From an optimization exercise on the open Yosys and OpenROAD flow, aimed at small area; shortcuts taken in it are not production practice.
Only simulation tests tie the RTL to the original design; equivalence was not proved.
No driver is modelled on the clock port, so clocking that relies on it looks cheaper here than on a real chip.
Power figures rest on the tool's default switching activity, not on a simulated workload.

Setup of the previous run:
==> flow/design.v <==
`timescale 1ns / 1ps
module Top(
    input CLK,RST,BTNC,BTNU,BTNL,BTNR,BTND,
    input [15:0] SW,
    output [15:0] LED,
    output [7:0] SSEG_CA,
    output [7:0] SSEG_AN
    );
    localparam [4:0] S_IDLE = 5'd0,  S_F1 = 5'd8, S_SHOW = 5'd16,
                     S_GUESS = 5'd1, S_WRONG = 5'd2, S_RIGHT = 5'd3,
                     S_SLA = 5'd4, S_SLB = 5'd5, S_NEXT = 5'd6,
                     S_WINL = 5'd17, S_WIND = 5'd18, S_LOSEL = 5'd19,
                     S_LOSED = 5'd20, S_DEAD = 5'd21;
    localparam [1:0] CL_FLASH = 2'd0, CL_GUESS = 2'd1, CL_WIN = 2'd2,
                     CL_LOSE = 2'd3;
    reg [20:0] C;
    wire [21:0] cy;
    assign cy[0] = 1'b1;
    genvar k;
    generate for (k = 0; k < 21; k = k + 1) begin : g_cy
        assign cy[k+1] = cy[k] & C[k];
    end endgenerate
    always @(posedge CLK)
        if (RST) C <= 21'd1;
        else     C <= C ^ cy[20:0];
    wire tick = cy[2];
    wire fl   = C[4];
    wire sl   = C[6];
    wire slow = C[7];
    wire [2:0] pt = C[4:2];
    reg [4:0] st;
    reg [1:0] ig, id;           
    reg [2:0] sp;               
    reg       ans, act;         
    reg [1:0] cl;               
    reg [3:0] sh;               
    reg [3:0] val;
    reg [3:0] u7, u6, u5;       
    reg [2:0] r0, r1;           
    reg [3:0] r2, r3;
    reg lo, lh, ll;             
    reg [2:0] pp;               
    reg       dir;
    wire [3:0] rd0 = {r0[2], r0[1], 1'b1, r0[0]};
    wire [3:0] rd1 = {r1, 1'b1};
    reg [3:0] nv;
    integer j;
    always @(*) begin
        nv = val;
        for (j = 0; j < 16; j = j + 1)
            if (SW[j]) nv = j[3:0];
    end
    reg [3:0] rsel;
    always @(*)
        case (id)
            2'd0: rsel = rd0;
            2'd1: rsel = rd1;
            2'd2: rsel = r2;
            default: rsel = r3;
        endcase
    wire [2:0] sp_next = sp - 3'd1;
    wire eq = (nv == rsel);
    wire gt = (nv[3] & ~rsel[3]) |
              (~(nv[3] ^ rsel[3]) & nv[2] & ~rsel[2]) |
              (~(nv[3] ^ rsel[3]) & ~(nv[2] ^ rsel[2]) & nv[1] & ~rsel[1]) |
              (~(nv[3] ^ rsel[3]) & ~(nv[2] ^ rsel[2]) & ~(nv[1] ^ rsel[1]) & nv[0] & ~rsel[0]);
    always @(posedge CLK) begin
        if (RST) begin
            st <= S_IDLE;
            cl <= CL_FLASH;
            sh[3] <= 1'b1;
            val <= 4'd0;
            {lo, lh, ll} <= 3'b000;
        end
        else if (tick) begin
            case (st)
            S_IDLE: begin
                cl <= CL_FLASH;
                sh <= 4'd8;
                ig <= 2'd0;
                id <= 2'd0;
                if (BTNC) begin
                    st <= S_F1;
                    r0 <= {C[2], C[4], C[3]};
                    r1 <= {C[6], C[7], C[19]};
                    r2 <= {C[5], C[9], C[13], C[20]};
                    r3 <= {C[8], C[11], C[16], C[12]};
                end
            end
            5'd8, 5'd9, 5'd10, 5'd11, 5'd12, 5'd13, 5'd14, 5'd15: begin
                cl <= CL_FLASH;
                sh <= {1'b0, st[2:0]};
                if (fl == st[0]) st <= st + 5'd1;
            end
            S_SHOW: begin
                if (fl) begin
                    cl <= CL_FLASH;
                    sh <= {~BTNR, BTNR, 2'b00};
                end
                else begin
                    cl <= CL_GUESS;
                    ans <= BTNR;
                    ig <= 2'd0;
                    id <= 2'd3;
                    act <= 1'b0;
                    st <= S_GUESS;
                end
            end
            S_GUESS: begin
                if (BTND && slow) begin
                    val <= nv;
                    case (ig)
                        2'd0: u7 <= nv;
                        2'd1: u6 <= nv;
                        2'd2: u5 <= nv;
                        default: ;
                    endcase
                    sp <= {1'b1, ~ig};
                    act <= 1'b1;
                    if (gt) begin
                        {lo, lh, ll} <= 3'b010;
                        st <= S_WRONG;
                    end
                    else if (!eq) begin
                        {lo, lh, ll} <= 3'b001;
                        st <= S_WRONG;
                    end
                    else begin
                        {lo, lh, ll} <= 3'b111;
                        st <= S_RIGHT;
                    end
                end
            end
            S_WRONG: begin
                if (!slow && !BTND) begin
                    if (ig == 2'd3) st <= S_LOSEL;
                    else begin
                        ig <= ig + 2'd1;
                        act <= 1'b0;
                        st <= S_GUESS;
                    end
                end
            end
            S_RIGHT: begin
                if (!sl) st <= S_SLA;
            end
            S_SLA, S_SLB: begin
                if (sl == (st == S_SLA)) begin
                    {lo, lh, ll} <= 3'b000;
                    sp <= sp_next;
                    if (sp_next == {1'b0, id}) st <= S_NEXT;
                    else st <= (st == S_SLA) ? S_SLB : S_SLA;
                end
            end
            S_NEXT: begin
                if (!sl) begin
                    act <= 1'b0;
                    ig <= 2'd0;
                    id <= id - 2'd1;
                    if (id == 2'd0) begin
                        ans <= 1'b1;
                        st <= S_WINL;
                    end
                    else st <= S_GUESS;
                end
            end
            S_WINL: begin
                if (slow) begin
                    {lo, lh, ll} <= 3'b101;
                    cl <= CL_FLASH;
                    sh <= 4'd4;
                    st <= BTNC ? S_F1 : S_WIND;
                end
                else if (BTNC) st <= S_IDLE;
            end
            S_WIND: begin
                if (!slow) begin
                    {lo, lh, ll} <= 3'b000;
                    cl <= CL_WIN;
                    st <= BTNC ? S_DEAD : S_WINL;
                end
                else if (BTNC) st <= S_IDLE;
            end
            S_LOSEL: begin
                if (slow) cl <= CL_LOSE;
                if (BTNC) st <= S_IDLE;
                else if (slow) st <= S_LOSED;
            end
            S_LOSED: begin
                if (!slow) begin
                    cl <= CL_FLASH;
                    sh <= 4'd4;
                end
                if (BTNC) st <= S_IDLE;
                else if (!slow) st <= S_LOSEL;
            end
            default: begin    
                {lo, lh, ll} <= 3'b100;
            end
            endcase
        end
    end
    always @(posedge CLK)
        if (RST) begin
            pp  <= 3'd7;
            dir <= 1'b1;
        end
        else if (C[7:0] == 8'h81 && st != S_DEAD) begin
            pp  <= dir ? pp + 3'd1 : pp - 3'd1;
            dir <= (id == 2'd0);
        end
    assign LED = {lh, {7{lo & lh}}, {4{lo, lo & ll}}} | {15'd0, ll};
    wire fcl = (cl == 2'd0), gcl = (cl == 2'd1), wcl = (cl == 2'd2), lcl = (cl == 2'd3);
    wire c0 = pt[0] & sh[0];
    wire t0 = pt[0] ^ sh[0];
    wire t1 = pt[1] ^ sh[1] ^ c0;
    wire c1 = (pt[1] & sh[1]) | (c0 & (pt[1] ^ sh[1]));
    wire fen = ~sh[3] & (pt[2] ^ sh[2] ^ c1) & ~(pt[2] & sh[2] & c1);
    wire [1:0] ri = fcl ? {t1, t0} : pt[1:0];
    reg [3:0] rv;
    always @(*)
        case (ri)
            2'd0: rv = rd0;
            2'd1: rv = rd1;
            2'd2: rv = r2;
            default: rv = r3;
        endcase
    wire mv = gcl & act & ~|(pt ^ sp);
    wire gt_id = (pt[1] & ~id[1]) | (~(pt[1] ^ id[1]) & pt[0] & ~id[0]);
    wire lt_ig = (ig[1] & pt[1]) | (~(ig[1] ^ ~pt[1]) & ig[0] & pt[0]);
    wire s_r  = (fcl & fen) | (~mv & ~pt[2] & ((gcl & (ans | gt_id)) | lcl));
    wire s_v  = mv;
    wire s_u  = ~mv & gcl & pt[2] & lt_ig;
    wire s_p  = wcl & pt[2] & pt[1] & ~pt[0];
    wire s_f  = lcl & pt[2] & pt[1] & pt[0];
    wire en = s_r | s_v | s_u | (wcl & pt[2] & ~(pt[1] & pt[0])) | (lcl);
    reg [3:0] uv;
    always @(*)
        case (pt[1:0])
            2'd3: uv = u7;
            2'd2: uv = u6;
            default: uv = u5;
        endcase
    wire [3:0] dg = ({4{s_r}} & rv) | ({4{s_v}} & val) | ({4{s_u}} & uv) | ({4{s_p}} & {1'b0, pp}) | {4{s_f}};
    reg [6:0] seg;
    always @(*)
        case (dg)
            4'h0: seg = 7'b0111111;
            4'h1: seg = 7'b0000110;
            4'h2: seg = 7'b1011011;
            4'h3: seg = 7'b1001111;
            4'h4: seg = 7'b1100110;
            4'h5: seg = 7'b1101101;
            4'h6: seg = 7'b1111101;
            4'h7: seg = 7'b0000111;
            4'h8: seg = 7'b1111111;
            4'h9: seg = 7'b1100111;
            4'hA: seg = 7'b1110111;
            4'hB: seg = 7'b1111100;
            4'hC: seg = 7'b0111001;
            4'hD: seg = 7'b1011110;
            4'hE: seg = 7'b1111001;
            default: seg = 7'b1110001;
        endcase
    assign SSEG_CA = {1'b1, ~seg};
    wire [7:0] dec = {pt == 7, pt == 6, pt == 5, pt == 4, pt == 3, pt == 2, pt == 1, pt == 0};
    assign SSEG_AN = ~({8{en}} & dec);
endmodule
export LEC_CHECK = 0
export ABC_AREA = 1
export CAP_MARGIN = 20
export CORE_MARGIN = 2
export CORE_UTILIZATION = 40
export CTS_BUF_LIST = sky130_fd_sc_hd__clkbuf_8
export SLEW_MARGIN = 20
create_clock -name core_clock -period 8.0 [get_ports {CLK}]
standard.sh (not shown) runs the stock make flow with config.mk's settings and CLKGATE_MAP_FILE= SYNTH_SCRIPT=/design/flow/synth_recipe.tcl, a recipe that flattens the netlist after the stock synthesis.
==> flow/flow/run.sh <==
#!/bin/bash
# Own layout flow: the standard ORFS layout (standard.sh) with
#  - synthesis: the standard script, but abc runs an area-oriented script
#    (flow/area.abc) and Yosys does not extract half/full adder cells;
#  - port buffers: sky130_fd_sc_hd__buf_1 on every input and output;
#  - CTS: clkbuf_8 buffers and no dummy loads, then each clock buffer
#    shrunk to the smallest size that keeps the flip-flop clock-pin slew
#    under 105 ps (flow/downsize_clk.tcl, run after CTS).
# Every tool's output goes to the ORFS logs under orfs/logs; make's own
# output goes to flow_make.log here.
set -euo pipefail
HERE=$(pwd)

# synthesis script: synth_recipe.tcl with the abc command given our script
{
  head -n 1 synth_recipe.tcl
  echo "proc abc {args} {"
  echo "  set i [lsearch \$args -script]"
  echo "  set args [lreplace \$args [expr {\$i + 1}] [expr {\$i + 1}] $HERE/flow/area.abc]"
  echo "  yosys abc {*}\$args"
  echo "}"
  tail -n +2 synth_recipe.tcl
} > own_synth.tcl
sed -e "s#SYNTH_SCRIPT=[^ ]*#SYNTH_SCRIPT=$HERE/own_synth.tcl#" standard.sh > own_standard.sh

export ADDER_MAP_FILE=
export BUFFER_PORTS_ARGS="-buffer_cell sky130_fd_sc_hd__buf_1"
export POST_CTS_TCL=$HERE/flow/downsize_clk.tcl
export CTS_ARGS="-sink_clustering_enable -repair_clock_nets -dont_use_dummy_load -buf_list sky130_fd_sc_hd__clkbuf_8"

bash own_standard.sh 2>&1 | tee flow_make.log | tail -n 40
==> flow/flow/area.abc <==
strash
&get -n
&deepsyn -T 30
&put
dch -f
amap
mfs2
strash
dch -f
amap
topo
dnsize
==> flow/flow/downsize_clk.tcl <==
# POST_CTS hook: downsize each clock-tree buffer (clkbuf_8 from CTS) to the
# smallest of clkbuf_2 / clkbuf_4 that keeps every flip-flop clock pin's
# slew under the target; cells only shrink, so placement stays legal.
proc worst_clk_slew {} {
  set worst 0
  foreach pin [get_pins -hierarchical */CLK] {
    set s [get_property $pin slew_max]
    if {$s > $worst} { set worst $s }
  }
  return $worst
}
set target 0.105
estimate_parasitics -placement
puts "clock slew before downsizing: [worst_clk_slew]"
foreach inst [get_cells *] {
  if {[get_property $inst ref_name] != "sky130_fd_sc_hd__clkbuf_8"} { continue }
  foreach size {2 4} {
    replace_cell $inst sky130_fd_sc_hd__clkbuf_$size
    estimate_parasitics -placement
    if {[worst_clk_slew] <= $target} {
      puts "downsized [get_full_name $inst] to clkbuf_$size"
      break
    }
    replace_cell $inst sky130_fd_sc_hd__clkbuf_8
    estimate_parasitics -placement
  }
}
puts "clock slew after downsizing: [worst_clk_slew]"
The previous run completed every stage of the flow, and the final layout passed the timing, design-rule and antenna checks.
Input-level comparison between the current run and the previous run:
--- a/flow/design.v
+++ b/flow/design.v
@@ -30,13 +30,13 @@
     wire [2:0] pt = C[4:2];
     reg [4:0] st;
     reg [1:0] ig, id;           
     reg [2:0] sp;               
     reg       ans, act;         
     reg [1:0] cl;               
-    reg [3:0] sh;               
+    reg [1:0] fm;               
     reg [3:0] val;
     reg [3:0] u7, u6, u5;       
     reg [2:0] r0, r1;           
     reg [3:0] r2, r3;
     reg lo, lh, ll;             
     reg [2:0] pp;               
@@ -65,40 +65,40 @@
               (~(nv[3] ^ rsel[3]) & ~(nv[2] ^ rsel[2]) & nv[1] & ~rsel[1]) |
               (~(nv[3] ^ rsel[3]) & ~(nv[2] ^ rsel[2]) & ~(nv[1] ^ rsel[1]) & nv[0] & ~rsel[0]);
     always @(posedge CLK) begin
         if (RST) begin
             st <= S_IDLE;
             cl <= CL_FLASH;
-            sh[3] <= 1'b1;
+            fm <= 2'b10;
             val <= 4'd0;
             {lo, lh, ll} <= 3'b000;
         end
         else if (tick) begin
             case (st)
             S_IDLE: begin
                 cl <= CL_FLASH;
-                sh <= 4'd8;
+                fm <= 2'b10;
                 ig <= 2'd0;
                 id <= 2'd0;
                 if (BTNC) begin
                     st <= S_F1;
                     r0 <= {C[2], C[4], C[3]};
                     r1 <= {C[6], C[7], C[19]};
                     r2 <= {C[5], C[9], C[13], C[20]};
                     r3 <= {C[8], C[11], C[16], C[12]};
                 end
             end
             5'd8, 5'd9, 5'd10, 5'd11, 5'd12, 5'd13, 5'd14, 5'd15: begin
                 cl <= CL_FLASH;
-                sh <= {1'b0, st[2:0]};
+                fm <= {1'b0, fl == st[0]};
                 if (fl == st[0]) st <= st + 5'd1;
             end
             S_SHOW: begin
                 if (fl) begin
                     cl <= CL_FLASH;
-                    sh <= {~BTNR, BTNR, 2'b00};
+                    fm <= {1'b1, BTNR};
                 end
                 else begin
                     cl <= CL_GUESS;
                     ans <= BTNR;
                     ig <= 2'd0;
                     id <= 2'd3;
@@ -165,13 +165,13 @@
                 end
             end
             S_WINL: begin
                 if (slow) begin
                     {lo, lh, ll} <= 3'b101;
                     cl <= CL_FLASH;
-                    sh <= 4'd4;
+                    fm <= 2'b11;
                     st <= BTNC ? S_F1 : S_WIND;
                 end
                 else if (BTNC) st <= S_IDLE;
             end
             S_WIND: begin
                 if (!slow) begin
@@ -186,13 +186,13 @@
                 if (BTNC) st <= S_IDLE;
                 else if (slow) st <= S_LOSED;
             end
             S_LOSED: begin
                 if (!slow) begin
                     cl <= CL_FLASH;
-                    sh <= 4'd4;
+                    fm <= 2'b11;
                 end
                 if (BTNC) st <= S_IDLE;
                 else if (!slow) st <= S_LOSEL;
             end
             default: begin    
                 {lo, lh, ll} <= 3'b100;
@@ -208,17 +208,18 @@
         else if (C[7:0] == 8'h81 && st != S_DEAD) begin
             pp  <= dir ? pp + 3'd1 : pp - 3'd1;
             dir <= (id == 2'd0);
         end
     assign LED = {lh, {7{lo & lh}}, {4{lo, lo & ll}}} | {15'd0, ll};
     wire fcl = (cl == 2'd0), gcl = (cl == 2'd1), wcl = (cl == 2'd2), lcl = (cl == 2'd3);
+    wire [2:0] sh = fm[1] ? 3'd4 : st[2:0] - {2'b00, fm[0]};
     wire c0 = pt[0] & sh[0];
     wire t0 = pt[0] ^ sh[0];
     wire t1 = pt[1] ^ sh[1] ^ c0;
     wire c1 = (pt[1] & sh[1]) | (c0 & (pt[1] ^ sh[1]));
-    wire fen = ~sh[3] & (pt[2] ^ sh[2] ^ c1) & ~(pt[2] & sh[2] & c1);
+    wire fen = ~(fm[1] & ~fm[0]) & (pt[2] ^ sh[2] ^ c1) & ~(pt[2] & sh[2] & c1);
     wire [1:0] ri = fcl ? {t1, t0} : pt[1:0];
     reg [3:0] rv;
     always @(*)
         case (ri)
             2'd0: rv = rd0;
             2'd1: rv = rd1;
### Flow results
Delta (the current run minus the previous run): internal power summed over all cells went down, post-placement setup slack went down.
Delay of the slowest cell on the worst path: the current run lower than the previous run
Maximum number of pins on one net before global-route repair was higher in the run labelled the current run.
Higher first-pass GRT wire length goes to the current run over the previous run.
Path length in cells of the critical path was lower in the previous run than in the current run.
There was hardly any difference in share of the core filled with cells between the current run and the previous run.

## separate check: timing with driven ports
The results above use ideal ports. As a check the final layouts listed here were re-extracted and re-timed, cells and wires unchanged. Step 1 sets driving cells, clkbuf_16 on the clock port and buf_2 on the other inputs (assumed; they add their load-dependent delay and slew). Step 2 times the ports against the registers' clock, not the clock port: input delays grow and output delays shrink by t, the midpoint of the rising clock arrivals with the driver on. a / b / c = ideal / step 1 / step 2; a / b = the first two.
run	shift t [ns]	setup WS [ns]	latest minus earliest clock arrival (ns)
the previous run	0.522	0.963 / 0.930 / 1.452	0.031 / 0.030
the current run	0.529	0.716 / 0.685 / 1.214	0.027 / 0.028
After both steps every run listed still meets setup and hold.
